What follows belongs to an exercise in optimizing a design on an open flow for small area, a short achievable clock period and few clock cycles per item; a production flow would make more cautious choices.
In this exercise RTL edits were held to simulation tests only and were not proved equivalent to the original.

<file path="design/flow/flow/run.sh">
#!/bin/bash
# The standard layout (standard.sh, standard synthesis unchanged) with
# two ORFS options set:
#  - port buffers are buf_2 cells instead of the default delay-buffer
#    choice (every input and output port still gets its own buffer);
#  - ORFS's power recovery after global routing downsizes gates on paths
#    with slack to spare.
set -o pipefail
cat standard.sh > standard_sh.txt
export BUFFER_PORTS_ARGS="-buffer_cell sky130_fd_sc_hd__buf_2"
export RECOVER_POWER=100
bash standard.sh > standard.log 2>&1
</file>
<file path="design/flow/standard.sh">
#!/bin/bash
# synth_recipe.tcl (not shown) runs the flow's synth.tcl, then flattens the netlist and writes it again
# the make line also repeats each setting of config.mk as NAME=value (left out here)
make -C /OpenROAD-flow-scripts/flow DESIGN_CONFIG=/design/flow/config.mk WORK_HOME=/design/flow/orfs CLKGATE_MAP_FILE= SYNTH_SCRIPT=/design/flow/synth_recipe.tcl "${@:-finish}"
</file>
<file path="design/flow/config.mk">
export PLATFORM = sky130hd
export DESIGN_NAME = mmc_s
export DESIGN_NICKNAME = mmc_s
export VERILOG_FILES = /design/flow/design.v
export SDC_FILE = /design/flow/constraint.sdc
export NUM_CORES = 4
export LEC_CHECK = 0
export CAP_MARGIN = 20
export CORE_MARGIN = 2
export CORE_UTILIZATION = 40
export SETUP_SLACK_MARGIN = 2.5
export SLEW_MARGIN = 20
</file>
<file path="design/flow/constraint.sdc">
create_clock -name core_clock -period 5.5 [get_ports {clk}]
set_input_delay 1.1000 -clock core_clock [delete_from_list [all_inputs] [get_ports {clk}]]
set_output_delay 1.1000 -clock core_clock [all_outputs]
set_load 0.01 [all_outputs]
</file>
<file path="design/flow/design.v">
module mmc_s(
    input ld, clk,
    input [31:0] i_a, i_b,
    output [31:0] res,
    output done);
    function automatic cout32(input [31:0] a, input [31:0] b, input c);
        reg [31:0] g, p;
        integer l, i;
        begin
            g = a & b;
            p = a | b;
            for (l = 1; l < 32; l = l * 2)
                for (i = 0; i < 32; i = i + 2 * l) begin
                    g[i + 2*l - 1] = g[i + 2*l - 1] | (p[i + 2*l - 1] & g[i + l - 1]);
                    p[i + 2*l - 1] = p[i + 2*l - 1] & p[i + l - 1];
                end
            cout32 = g[31] | (p[31] & c);
        end
    endfunction
    function automatic [32:0] padd32(input [31:0] a, input [31:0] b, input c);
        reg [31:0] g, p, t;
        integer l, i;
        begin
            t = a ^ b;
            g = a & b;
            p = t;
            g[0] = g[0] | (p[0] & c);
            for (l = 1; l < 32; l = l * 2)
                for (i = 0; i < 32; i = i + 1)
                    if (i & l) begin
                        g[i] = g[i] | (p[i] & g[(i & ~(l - 1)) - 1]);
                        p[i] = p[i] & p[(i & ~(l - 1)) - 1];
                    end
            padd32 = {g[31], t ^ {g[30:0], c}};
        end
    endfunction
    reg [31:0] x, y, u, v;
    reg        fy, dn;
    wire px = x[0];
    wire py = y[0] ^ fy;
    wire odd = px & py;
    wire [31:0] ny  = ~y;
    wire        cin = ~fy;
    wire [32:0] s;
    assign s[31:0] = padd32(x, ny, cin);
    assign s[32] = ~cout32(x, ny, cin);
    wire        neg = ~cout32(x, ny, cin);
    wire        fin = &((x ^ ny) ~^ {x[30:0] | ny[30:0], cin});
    wire [31:0] p1  = s[32:1];
    wire [31:0] p2  = {1'b0, s[32:2]};
    wire [31:0] p3  = {2'b0, s[32:3]};
    wire [31:0] n1  = {1'b0, ~s[31:1]};
    wire [31:0] n2  = {2'b0, ~s[31:2]};
    wire [31:0] n3  = {3'b0, ~s[31:3]};
    wire        e2  = ~s[1];
    wire        e4  = e2 & ~s[2];
    wire [31:0] sum = padd32(u, v, 1'b0);
    wire run  = ~ld & ~dn;
    wire sub  = run & odd;
    wire subx = sub & ~neg;             
    wire suby = sub & neg;              
    wire k1   = ~e2;
    wire k2   = e2 & ~e4;
    wire k3   = e4;
    wire hx   = run & ~px;              
    wire hy   = run & ~py;              
    wire du1 = (subx & k1) | (hx & py);
    wire dv1 = (suby & k1) | (hy & px);
    wire kx = ~(ld | subx | hx);
    wire ky = ~(ld | suby | hy);
    wire ku = ~(ld | suby | subx | du1);
    wire kv = ~(ld | subx | suby | dv1);
    always @(posedge clk) begin
        x  <= ({32{ld}} & i_a) | ({32{subx & k1}} & p1) | ({32{subx & k2}} & p2) | ({32{subx & k3}} & p3)
            | ({32{hx}} & {1'b0, x[31:1]}) | ({32{kx}} & x);
        y  <= ({32{ld}} & i_b) | ({32{suby & k1}} & n1) | ({32{suby & k2}} & n2) | ({32{suby & k3}} & n3)
            | ({32{hy}} & {1'b0, y[31:1]}) | ({32{ky}} & y);
        u  <= ({32{ld}} & i_b) | ({32{suby}} & sum) | ({32{du1}} & {u[30:0], 1'b0})
            | ({32{subx & k2}} & {u[29:0], 2'b0}) | ({32{subx & k3}} & {u[28:0], 3'b0}) | ({32{ku}} & u);
        v  <= ({32{subx}} & sum) | ({32{dv1}} & {v[30:0], 1'b0})
            | ({32{suby & k2}} & {v[29:0], 2'b0}) | ({32{suby & k3}} & {v[28:0], 3'b0}) | ({32{kv}} & v);
        fy <= suby | (~ld & fy);
        dn <= ~ld & (dn | (sub & fin));
    end
    assign res  = v;
    assign done = dn;
endmodule
</file>
==> flow_summary.toml, run 1 <==
[sta]
skew_ns = 0.0107
whs_ns = 0.504
fin_crit_sh = 0.797
slew_viol_final = 0
finalHoldViolCount = 0
grt_setup_unrepaired = "yes"
worstMarginPinSlew_ns = 1.30
setup_viol = 0
slew_headroom = 0.132
max_clock_freq_mhz = 228
min_period_ns = 4.38
fin_ws_ns = 1.12
setup_tns_ns = 0

[floorplan]
initial_core_util = 0.407
die_x_um = 164
die_area_um2 = 26900
die_h_um = 164
rows = 58
ioPinCount = 99
core_area_um2 = 25200

[final_layout]
multi_input_area_um2 = 7860
finalNonFillerCells = 1758
final_layout_size_suffix_gt1_frac = 0.272
utilization = 0.550
n_fill_cell = 2240
areaGrowthSynthToFinish_pct = 35.2
diodes = 0
regArea_um2 = 2670
final_area_um2 = 13900
nNetsFinal = 1586

[clock_network]
postCtsHoldBufs = 0
insertion_delay_ns = 0.44
clk_pin_slew_ns = 0.06
htreeDepth = 4
tritoncts = "yes"
cts_sinks = 130
cts_inserted_buffers = 17
root_buffer = "clkbuf_16"
max-clock-path-buffers = 2

[place]
dpl_worst_slack_ns = 1.19
port_buffers = 98
finalWeightedCongestion = 0.942
placed_area_um2 = 11000
placedCellCount = 1583
hpwlAfterDp_mm = 26.0

[worst_setup_path]
crit_fanout = 12
cp_cell_sequence = "ha_1 > nor4_4 > nand4_1 > a211oi_1 > o211a_4 > o31ai_1 > nor3_1 > clkbuf_1 > clkbuf_1 > a221o_1"
crit_type = "reg -> reg"
crit_end = "x[27]"
r2r-start = "y[30]"
critical_path_required_ns = 5.88
cp-startpoint = "y[30]"
cpPeakStageDelay_ns = 0.97
cp-start-kind = "register"
crit_path_end_kind = "register"
crit_top_cell = "clkbuf_1"
timing.rr.end = "x[27]"
reg2reg_slack_ns = 1.12
r2r_cells = 10
cp.arrival_ns = 4.76
cp_slowest_cell = "clkbuf_1"

[yosys]
synth_edf_count = 0
ys_ff_latch = 130
synthFlopType = "dfxtp_1"
async_flop_share = 0
synth.yosys.warnings = 1
synth_cells = 1214
synth_nets = 1385
synth_cell_types = 67
synth.yosys.seq_area_share = 0.254
synth.cell_area_um2 = 10200
syn_avg_cell_area_um2 = 8.44

[job]
cap_violations = 0

[grt]
grt_max_degree = 75
grt_pass1_wl_mm = 60.8
grt_overflow_total = 0
antenna_found_initial = 0
grt_usage = 0.293
grt_pass1_vias = 10500

[routing]
viasPerCell = 6.73
dr.pass1.iters = 10
drc = 0
final_antenna_net_count = 0
vias = 11800
drtIter0Drc = 2095
avgRoutedWirePerCell_um = 24.8
wl_mm = 43.7

[hold_path]
hp-class = "reg -> reg"

[outcome]
status = "no timing/DRC/antenna violations"
-- logic make-up (layout without fill, tap and decap cells) --
group,after synthesis,count (layout),share of synthesized area
flip-flops,130,130,0.254
multiplexers,7,7,0.00757
adder cells (fa/ha/maj),105,105,0.136
XOR/XNOR,82,82,0.0701
AND/OR/NAND/NOR,281,285,0.131
AO/OA/AOI/OAI,430,432,0.334
buffers and inverters,179,387,0.0678
-- worst max-delay path: cells and delay by family (launching register included) --
family,cells,cell delay (ns)
and+or+nand+nor,3,1.27
buffers and inverters,2,1.16
AOI/OAI and AO/OA,4,1.25
DFF,1,0.36
adders and majority gates,1,0.29
-- how the worst min path moves through the flow --
stage                      from  endpoint  cells after the start
after floorplan            u[0]      u[0]                      2
after global placement     x[3]      x[3]                      2
after detailed placement   x[3]      x[3]                      2
after CTS                  u[0]      u[0]                      2
after global routing         fy        fy                      1
final                     x[31]     x[31]                      1
-- layout make-up --
cell class	instances	share of cell area
multi-input combinational	911	0.568
sequential	130	0.193
timing repair buffer	253	0.137
clock buffer	22	0.0335
tap	330	0.0298
inverter	102	0.0278
clock inverter	10	0.0113
-- synthesized netlist by cell type, types with 7 or more instances --
cell type	count	share of area
dfxtp_1	130	0.25
nand2_1	112	0.041
inv_1	102	0.037
a222oi_1	96	0.094
ha_1	94	0.11
clkbuf_1	58	0.021
nor2_1	51	0.019
o21ai_0	49	0.024
xnor2_1	46	0.039
a21oi_1	43	0.021
nand3_1	40	0.020
xor2_1	36	0.031
o211ai_1	34	0.025
a32oi_1	30	0.026
a22oi_1	28	0.021
o221ai_1	23	0.020
a221o_1	22	0.021
a21o_1	19	0.014
buf_2	15	0.0073
a221oi_1	12	0.010
and3_1	12	0.0073
fa_1	11	0.021
nor2b_1	11	0.0067
nor3_1	11	0.0054
nor4_1	10	0.0061
o21bai_1	10	0.0073
nand4_1	9	0.0055
o21ai_1	8	0.0039
a21boi_0	7	0.0051
o2111ai_1	7	0.0060
-- repair_timing --
action | in CTS | in global routing
setup buffers | 58 | 65
gates resized for setup | 149 | 162
endpoints found under the setup margin | 126 | 123
pin swaps | 53 | 87
cloned | 8 | 12
-- layout by cell type (no fill, tap or decap), types with 11 or more instances in the layout --
| cell | instances |
|---|---|
| xnor2_1 | 34 |
| buf_6 | 17 |
| clkbuf_1 | 63 |
| buf_2 | 66 |
| dfxtp_1 | 100 |
| nor2_1 | 45 |
| o221ai_1 | 22 |
| o211ai_1 | 34 |
| nand2_1 | 107 |
| nand3_1 | 40 |
| a21o_1 | 20 |
| a22oi_1 | 24 |
| a221o_1 | 22 |
| a21oi_1 | 37 |
| buf_12 | 13 |
| xor2_1 | 27 |
| dfxtp_4 | 12 |
| buf_4 | 82 |
| ha_1 | 77 |
| a32oi_1 | 30 |
| o21ai_0 | 37 |
| o21ai_1 | 11 |
| inv_1 | 97 |
| a222oi_1 | 96 |
| dfxtp_2 | 18 |
| clkbuf_16 | 21 |
-- registers in the layout (all words and copies together), names as in the netlist --
name and flops:
v 32, dn 1, x 32, fy 1, u 32, y 32
-- per-layer routing --
| metal | vias to the layer above | track usage | share of wire |
|---|---|---|---|
| met2 | 819 | 0.458 | 0.45 |
| met1 | 5673 | 0.391 | 0.39 |
| met4 | 0 | 0.123 | 0.049 |
| met3 | 177 | 0.0646 | 0.12 |
| met5 | - | 0 | 0 |
| li1 | 5160 | - | - |
Testbench counts, summed over its fixed seeds: cycles 9,782, items 1,200.
==> inputs of run 2 (changes only) <==
--- a/design/flow/design.v
+++ b/design/flow/design.v
@@ -3,33 +3,27 @@
     input [31:0] i_a, i_b,
     output [31:0] res,
     output done);
-    function automatic cout32(input [31:0] a, input [31:0] b, input c);
-        reg [31:0] g, p;
-        integer l, i;
-        begin
-            g = a & b;
-            p = a | b;
-            for (l = 1; l < 32; l = l * 2)
-                for (i = 0; i < 32; i = i + 2 * l) begin
-                    g[i + 2*l - 1] = g[i + 2*l - 1] | (p[i + 2*l - 1] & g[i + l - 1]);
-                    p[i + 2*l - 1] = p[i + 2*l - 1] & p[i + l - 1];
-                end
-            cout32 = g[31] | (p[31] & c);
-        end
-    endfunction
     function automatic [32:0] padd32(input [31:0] a, input [31:0] b, input c);
-        reg [31:0] g, p, t;
-        integer l, i;
+        reg [31:0] t, g, p, g0, p0;
+        integer l, i, m;
         begin
             t = a ^ b;
-            g = a & b;
-            p = t;
-            g[0] = g[0] | (p[0] & c);
-            for (l = 1; l < 32; l = l * 2)
+            g0 = a;
+            p0 = t;
+            g0[0] = t[0] ? c : a[0];
+            p0[0] = 1'b0;
+            g = g0;
+            p = p0;
+            for (i = 1; i < 32; i = i + 1) begin
+                g[i] = p0[i] ? g0[i - 1] : g0[i];
+                p[i] = p0[i] & p0[i - 1];
+            end
+            for (l = 2; l < 32; l = l * 2)
                 for (i = 0; i < 32; i = i + 1)
                     if (i & l) begin
-                        g[i] = g[i] | (p[i] & g[(i & ~(l - 1)) - 1]);
-                        p[i] = p[i] & p[(i & ~(l - 1)) - 1];
+                        m = (i & ~(l - 1)) - 1;
+                        g[i] = p[i] ? g[m] : g[i];
+                        p[i] = p[i] & p[m];
                     end
             padd32 = {g[31], t ^ {g[30:0], c}};
         end
@@ -41,10 +35,9 @@
     wire odd = px & py;
     wire [31:0] ny  = ~y;
     wire        cin = ~fy;
-    wire [32:0] s;
-    assign s[31:0] = padd32(x, ny, cin);
-    assign s[32] = ~cout32(x, ny, cin);
-    wire        neg = ~cout32(x, ny, cin);
+    wire [32:0] sc  = padd32(x, ny, cin);
+    wire [32:0] s   = {~sc[32], sc[31:0]};
+    wire        neg = s[32];
     wire        fin = &((x ^ ny) ~^ {x[30:0] | ny[30:0], cin});
     wire [31:0] p1  = s[32:1];
     wire [31:0] p2  = {1'b0, s[32:2]};
@@ -54,7 +47,8 @@
     wire [31:0] n3  = {3'b0, ~s[31:3]};
     wire        e2  = ~s[1];
     wire        e4  = e2 & ~s[2];
-    wire [31:0] sum = padd32(u, v, 1'b0);
+    wire [32:0] uv  = padd32(u, v, 1'b0);
+    wire [31:0] sum = uv[31:0];
     wire run  = ~ld & ~dn;
     wire sub  = run & odd;
     wire subx = sub & ~neg;             
==> design/flow/flow/run.sh (replaced) <==
#!/bin/bash
# The standard layout (standard.sh, standard synthesis unchanged), with
# the port buffers made buf_2 cells instead of ORFS's default choice (a
# delay buffer); every input and output port still gets its own buffer.
set -o pipefail
cat standard.sh > standard_sh.txt
export BUFFER_PORTS_ARGS="-buffer_cell sky130_fd_sc_hd__buf_2"
bash standard.sh > standard.log 2>&1
==> run 2 against run 1 <==
  * Critical endpoint is now y[7]
  * Largest cell class unchanged
  * Sequential share of layout area decreased by 0.74 points
  * Final cell count up 3.5%
  * Final area grew 3.6%
  * Register-to-register slack better by 1.2 ns
  * Critical path type unchanged
  * Die area grew 4.7%
==> flow_summary.toml, run 2 <==
[worst_setup_path]
reg2reg_slack_ns = 2.33
crit_type = "reg -> reg"
cp.arrival_ns = 3.48
timing.rr.end = "y[7]"
r2r-start = "x[4]"
crit_top_cell = "nor3_4"
cp_cell_sequence = "inv_1 > ha_4 > nand3b_1 > a311oi_1 > a21oi_2 > nand4b_4 > and3_4 > nor3_4 > buf_8 > nor3_4 > buf_6 > buf_12 > buf_16 > a221o_1"
path_buf_inv = 5
r2r_cells = 14
cpPeakStageDelay_ns = 0.35
critical_path.top_delay_family = "simple AND/OR/NAND/NOR gates"
cp_slowest_cell = "dfxtp_2"
cp-start-kind = "register"
critical_path_required_ns = 5.82
crit_path_end_kind = "register"
path_depth = 14
crit_fanout = 8

[hold_path]
hp-class = "reg -> reg"
whs_path_depth = 2
hp-start = "x[6]"
min_to = "x[6]"

[clock_network]
cts_inserted_buffers = 17
clk_pin_slew_ns = 0.06
root_buffer = "clkbuf_16"
htreeDepth = 4
cts_sinks = 130
max-clock-path-buffers = 2
insertion_delay_ns = 0.43
postCtsHoldBufs = 0
tritoncts = "yes"

[routing]
wl_met2_mm = 20.0
avgRoutedWirePerCell_um = 25.1
highest_layer = "met4"
wl_met3_mm = 5.14
vias = 12300
wl_mm = 45.7
final_antenna_net_count = 0
viasPerCell = 6.78
drtIter0Drc = 1732
wl_met1_mm = 17.4
dr.pass1.iters = 10
drc = 0

[sta]
finalHoldViolCount = 0
setup_viol = 0
worstMarginPinSlew_ns = 0.608
setup_tns_ns = 0
slew_viol_final = 0
skew_ns = 0.0128
grt_setup_unrepaired = "yes"
whs_ns = 0.502
fin_crit_sh = 0.576
max_clock_freq_mhz = 316
slew_headroom = 0.592
min_period_ns = 3.17

[grt]
grt_max_degree = 63
grt_usage = 0.294
grt_pass1_wl_mm = 64.8
antenna_found_initial = 0
grt_overflow_total = 0
grt_pass1_vias = 11100

[floorplan]
initial_core_util = 0.410
die_area_um2 = 28200
die_h_um = 168
rows = 59
die_x_um = 168
core_area_um2 = 26200
ioPinCount = 99

[yosys]
syn_avg_cell_area_um2 = 7.97
ys_ff_latch = 130
synthTopCellsByArea = "dfxtp_1 (24%), a222oi_1 (9.0%), xnor2_1 (7.6%)"
synth_edf_count = 0
synth_most_common_cell = "nand2_1"
ys_top_cells_by_count = "nand2_1 (168), dfxtp_1 (130), a222oi_1 (97)"
synthFlopType = "dfxtp_1"
synth.yosys.warnings = 1
synth.cell_area_um2 = 10700
synth_cell_types = 91
synth_cells = 1347
synth_top_area_share = 0.242
yosys.area.top_type = "dfxtp_1"
async_flop_share = 0
synth_nets = 1445
synth.yosys.seq_area_share = 0.242

[job]
cap_violations = 0

[final_layout]
final_layout_size_suffix_gt1_frac = 0.324
nNetsFinal = 1572
layout_common_cells = "nand2_1 (163), buf_4 (100), dfxtp_1 (99)"
n_fill_cell = 2303
areaGrowthSynthToFinish_pct = 33.7
final_area_um2 = 14400
diodes = 0
layout_commonest_cell = "nand2_1"

[place]
hpwlAfterDp_mm = 26.6
port_buffers = 98
finalWeightedCongestion = 0.975
placed_area_um2 = 11100

[outcome]
status = "no timing/DRC/antenna violations"
## run 2: cell types whose count changed in the layout (fill, tap and decap cells not counted), moves of 31 or more
cell	change
ha_1	-74
a22oi_1	+33
buf_2	+31
xnor2_1	+50
inv_1	-49
clkbuf_1	-60
nand2_1	+56
## run 2: layer usage
| metal | track usage | up-vias |
|---|---|---|
| met5 | 0 | - |
| met4 | 0.168 | 0 |
| met3 | 0.0606 | 180 |
| met2 | 0.455 | 806 |
| met1 | 0.381 | 5881 |
| li1 | - | 5472 |
## run 2: worst max-delay path by stage
stage          start    end  slack (ns)
3_5_place_dp   x[10]  x[24]        1.65
4_1_cts        v[19]  u[29]        2.47
6_report        x[4]   y[7]        2.33
5_1_grt        x[17]  y[25]        2.31
2_1_floorplan  x[16]  v[27]        2.51
3_3_place_gp    x[9]   u[4]        1.67
## run 2: layout make-up
type                       count  area, um^2  area share
inverter                      51         191      0.0133
timing repair buffer         252        2180       0.152
sequential                   130        2660       0.185
tap                          335         419      0.0292
multi-input combinational   1022        8360       0.582
clock inverter                 7        85.1     0.00593
clock buffer                  22         464      0.0323
## run 2: timing repair
| action | CTS | global route |
|---|---|---|
| setup buffers | 66 | 58 |
| pin swaps | 38 | 92 |
| gates resized for setup | 151 | 163 |
| gates cloned | 9 | 7 |
| setup endpoints to repair | 128 | 114 |
## run 2: worst reg2reg max path, stage by stage (launching register included)
cell	delay [ns]
dfxtp_2	0.35
inv_1	0.08
ha_4	0.34
nand3b_1	0.15
a311oi_1	0.12
a21oi_2	0.30
nand4b_4	0.23
and3_4	0.25
nor3_4	0.25
buf_8	0.16
nor3_4	0.07
buf_6	0.17
buf_12	0.12
buf_16	0.14
a221o_1	0.31
## run 2: logic make-up after synthesis
family / after synthesis / synth area share
adder cells (fa/ha/maj): 44 / 0.0492
AND/OR/NAND/NOR: 378 / 0.169
buffers and inverters: 202 / 0.0887
XOR/XNOR: 132 / 0.108
multiplexers: 3 / 0.00280
flip-flops: 130 / 0.242
AO/OA/AOI/OAI: 458 / 0.340
## run 2: through the flow
stage / utilization / instances / worst slack (ns)
final: 0.548 / 1819 / 2.33
after global routing: 0.548 / 1819 / 2.31
after CTS: 0.499 / 1754 / 2.47
after detailed placement: 0.425 / 1650 / 1.65
after global placement: 0.425 / 1650 / 1.67
after floorplan: - / 1347 / 2.51
Testbench counts of run 2, summed over its fixed seeds: cycles 9,782, items 1,200.
==> inputs of run 3 (changes only) <==
--- a/design/flow/config.mk
+++ b/design/flow/config.mk
@@ -8,5 +8,7 @@
 export CAP_MARGIN = 20
 export CORE_MARGIN = 2
 export CORE_UTILIZATION = 40
-export SETUP_SLACK_MARGIN = 2.5
+export CTS_BUF_LIST = sky130_fd_sc_hd__clkbuf_4 sky130_fd_sc_hd__clkbuf_8
+export CTS_CLUSTER_SIZE = 30
+export SETUP_SLACK_MARGIN = 2.0
 export SLEW_MARGIN = 20
==> run 3 against run 2 <==
  * Still clean on timing, DRC and antenna
  * Clock skew up 0.0048 ns
  * Sequential cell count unchanged
  * Core utilization down 9.6 points
  * Largest cell class unchanged
==> flow_summary.toml, run 3 <==
[yosys]
synth.yosys.seq_area_share = 0.242
synth_most_common_cell = "nand2_1"
synth.yosys.warnings = 1
synth-xor-area-share = 0.108
synth_cell_types = 91
synthFlopType = "dfxtp_1"
synth_top_family_by_area = "compound AO/OA/AOI/OAI gates"
synth-simple-area-share = 0.169
ys_ff_latch = 130
synth_edf_count = 0
synth_top_area_share = 0.242
syn_avg_cell_area_um2 = 7.97
synth_cells = 1347
synth_nets = 1445
yosys.area.top_type = "dfxtp_1"
synthAdderAreaFrac = 0.0492
ys_top_cells_by_count = "nand2_1 (168), dfxtp_1 (130), a222oi_1 (97)"
synthMuxAreaShare = 0.00280
async_flop_share = 0
synth.cell_area_um2 = 10700
synth-compound-area-share = 0.340
synthTopCellsByArea = "dfxtp_1 (24%), a222oi_1 (9.0%), xnor2_1 (7.6%)"

[clock_network]
root_buffer = "clkbuf_8"
insertion_delay_ns = 0.47
postCtsHoldBufs = 0
cts_sinks = 130
max-clock-path-buffers = 2
tritoncts = "yes"
htreeDepth = 4
cts_inserted_buffers = 17
clk_pin_slew_ns = 0.09

[floorplan]
die_area_um2 = 28200
die_x_um = 168
die_h_um = 168
core_area_um2 = 26200
rows = 59
initial_core_util = 0.410
ioPinCount = 99

[worst_setup_path]
cp.arrival_ns = 3.82
crit_fanout = 14
cpPeakStageDelay_ns = 0.78
crit_top_cell = "buf_4"
r2r-start = "x[19]"
r2r_cells = 12
cp_slowest_cell = "a21oi_2"
reg2reg_slack_ns = 2.07
crit_type = "reg -> reg"
crit_path_end_kind = "register"
timing.rr.end = "u[28]"
cp-start-kind = "register"
critical_path_required_ns = 5.89
path_buf_inv = 3
critical_path.top_delay_family = "compound AO/OA/AOI/OAI gates"
cp_cell_sequence = "inv_1 > ha_2 > nand2_1 > o211ai_1 > a221oi_2 > buf_4 > a311oi_4 > nand2_4 > buf_4 > a21oi_2 > a222oi_1 > o2111ai_1"

[sta]
min_period_ns = 3.43
slew_headroom = 0.340
grt_setup_unrepaired = "yes"
setup_viol = 0
skew_ns = 0.0176
finalHoldViolCount = 0
slew_viol_final = 0
max_clock_freq_mhz = 292
setup_tns_ns = 0
worstMarginPinSlew_ns = 0.989
fin_crit_sh = 0.623

[grt]
grt_max_degree = 61
grt_overflow_total = 0
grt_pass1_wl_mm = 60.2
grt_pass1_vias = 10300
antenna_found_initial = 0
grt_usage = 0.271

[routing]
wl_mm = 39.2
dr.pass1.iters = 9
drtIter0Drc = 1561
vias = 11300
final_antenna_net_count = 0
avgRoutedWirePerCell_um = 23.0
drc = 0
viasPerCell = 6.63

[final_layout]
areaGrowthSynthToFinish_pct = 10.3
regArea_um2 = 2610
diodes = 0
final_layout_size_suffix_gt1_frac = 0.179
multi_input_area_um2 = 7440
nNetsFinal = 1456
layout_commonest_cell = "nand2_1"
n_fill_cell = 2595
layout_common_cells = "nand2_1 (168), dfxtp_1 (126), a222oi_1 (97), buf_2 (97), xnor2_1 (93)"

[place]
port_buffers = 98
finalWeightedCongestion = 0.922
hpwlAfterDp_mm = 26.6

[outcome]
status = "no timing/DRC/antenna violations"

[hold_path]
hp-class = "reg -> reg"
whs_path_depth = 2
hp-start = "x[2]"
min_to = "x[2]"

[job]
cap_violations = 0
run 3: changes by cell type in the layout (fill, tap and decap cells not counted), moves of 12 or more:
cell	change
o21ai_1	-17
xor2_1	+12
ha_1	+19
clkbuf_16	-21
dfxtp_1	+27
buf_12	-18
o21ai_0	+19
ha_4	-25
buf_6	-18
clkbuf_8	+16
dfxtp_2	-19
buf_4	-61
run 3: kinds of logic (layout without fill, tap and decap cells):
logic type,count (synthesis),after routing
AOI/OAI and AO/OA,458,460
xor gates and xnor gates,132,132
adders and majority gates,44,44
buffers and inverters,202,223
DFF,130,130
muxes,3,3
and+or+nand+nor,378,379
run 3: how the worst max path moves through the flow:
stage                     startpoint  endpoint  slack, ns  cells past startpoint
after global placement          x[9]     x[22]       1.65                     11
final                          x[19]     u[28]       2.07                     12
after floorplan                x[16]     v[27]       2.45                     13
after CTS                      x[16]     x[24]       2.00                     13
after global routing            x[4]     y[30]       2.00                     12
after detailed placement       x[10]     x[22]       1.60                     10
run 3: worst reg2reg max path, stage by stage, from the launching register on:
cell and delay, ns:
dfxtp_1 0.42, inv_1 0.07, ha_2 0.40, nand2_1 0.08, o211ai_1 0.32, a221oi_2 0.09, buf_4 0.17, a311oi_4 0.34
nand2_4 0.14, buf_4 0.19, a21oi_2 0.78, a222oi_1 0.22, o2111ai_1 0.13
run 3: layer usage:
metal	routed length [um]	GRT usage
met5	0	0
met4	1680	0.125
met3	3400	0.0529
met2	17700	0.425
met1	16400	0.360
run 3: final cells by class:
cell class	instances	share of cell area
Clock buffer	23	0.0246
Clock inverter	9	0.00496
Inverter	51	0.0162
Multi-Input combinational cell	1018	0.628
Sequential cell	130	0.220
Tap cell	335	0.0354
Timing Repair Buffer	140	0.0702
run 3: metrics by stage:
stage	setup slack, ns	cells	instance area [um^2]	utilization	hold WS [ns]
3_5_place_dp	1.60	1653	11100	0.425	0.475
4_1_cts	2.00	1699	11700	0.445	0.490
6_report	2.07	1706	11800	0.452	0.502
3_3_place_gp	1.65	1653	11100	0.425	0.461
5_1_grt	2.00	1706	11800	0.452	0.522
2_1_floorplan	2.45	1347	10700	-	0.440
run 3: what timing repair did:
action                                  CTS  global route
pin swaps                                 5             7
gates resized for setup                  19            32
endpoints found under the setup margin  114            95
setup buffers                            11             7
cloned                                    3             0

afterwards: timing with drivers on the ports:
The flow's constraints put no driver on any port. The routed layouts listed below were extracted and timed again, unchanged, in two steps. Step 1: set_driving_cell puts a clkbuf_16 on clk and a buf_2 on each other input, an assumption about the parent block. Step 2 adds t to the input delays and takes it off the output delays; t is the mean of the earliest and latest rising clock arrival at the registers after step 1. Input paths then give back, and output paths get back, about the clock's delay inside the block. a / b / c = ideal / step 1 / step 2; a / b = the first two.
run	t (ns)	setup WS [ns]	worst setup path after step 2	clock arrival spread, ns	pins driven straight from the clock port
run 1	0.481	1.117 / 1.117 / 0.984	input to register	0.011 / 0.011	1
run 2	0.473	2.334 / 2.334 / 1.973	input to register	0.012 / 0.012	1
run 3	0.503	2.073 / 2.073 / 2.073	register to register	0.017 / 0.018	1
After both steps setup and hold are still met in every run listed. The setup slack of run 2, which loses most, moves by 0.000 ns with the drivers and by -0.361 ns with both steps.
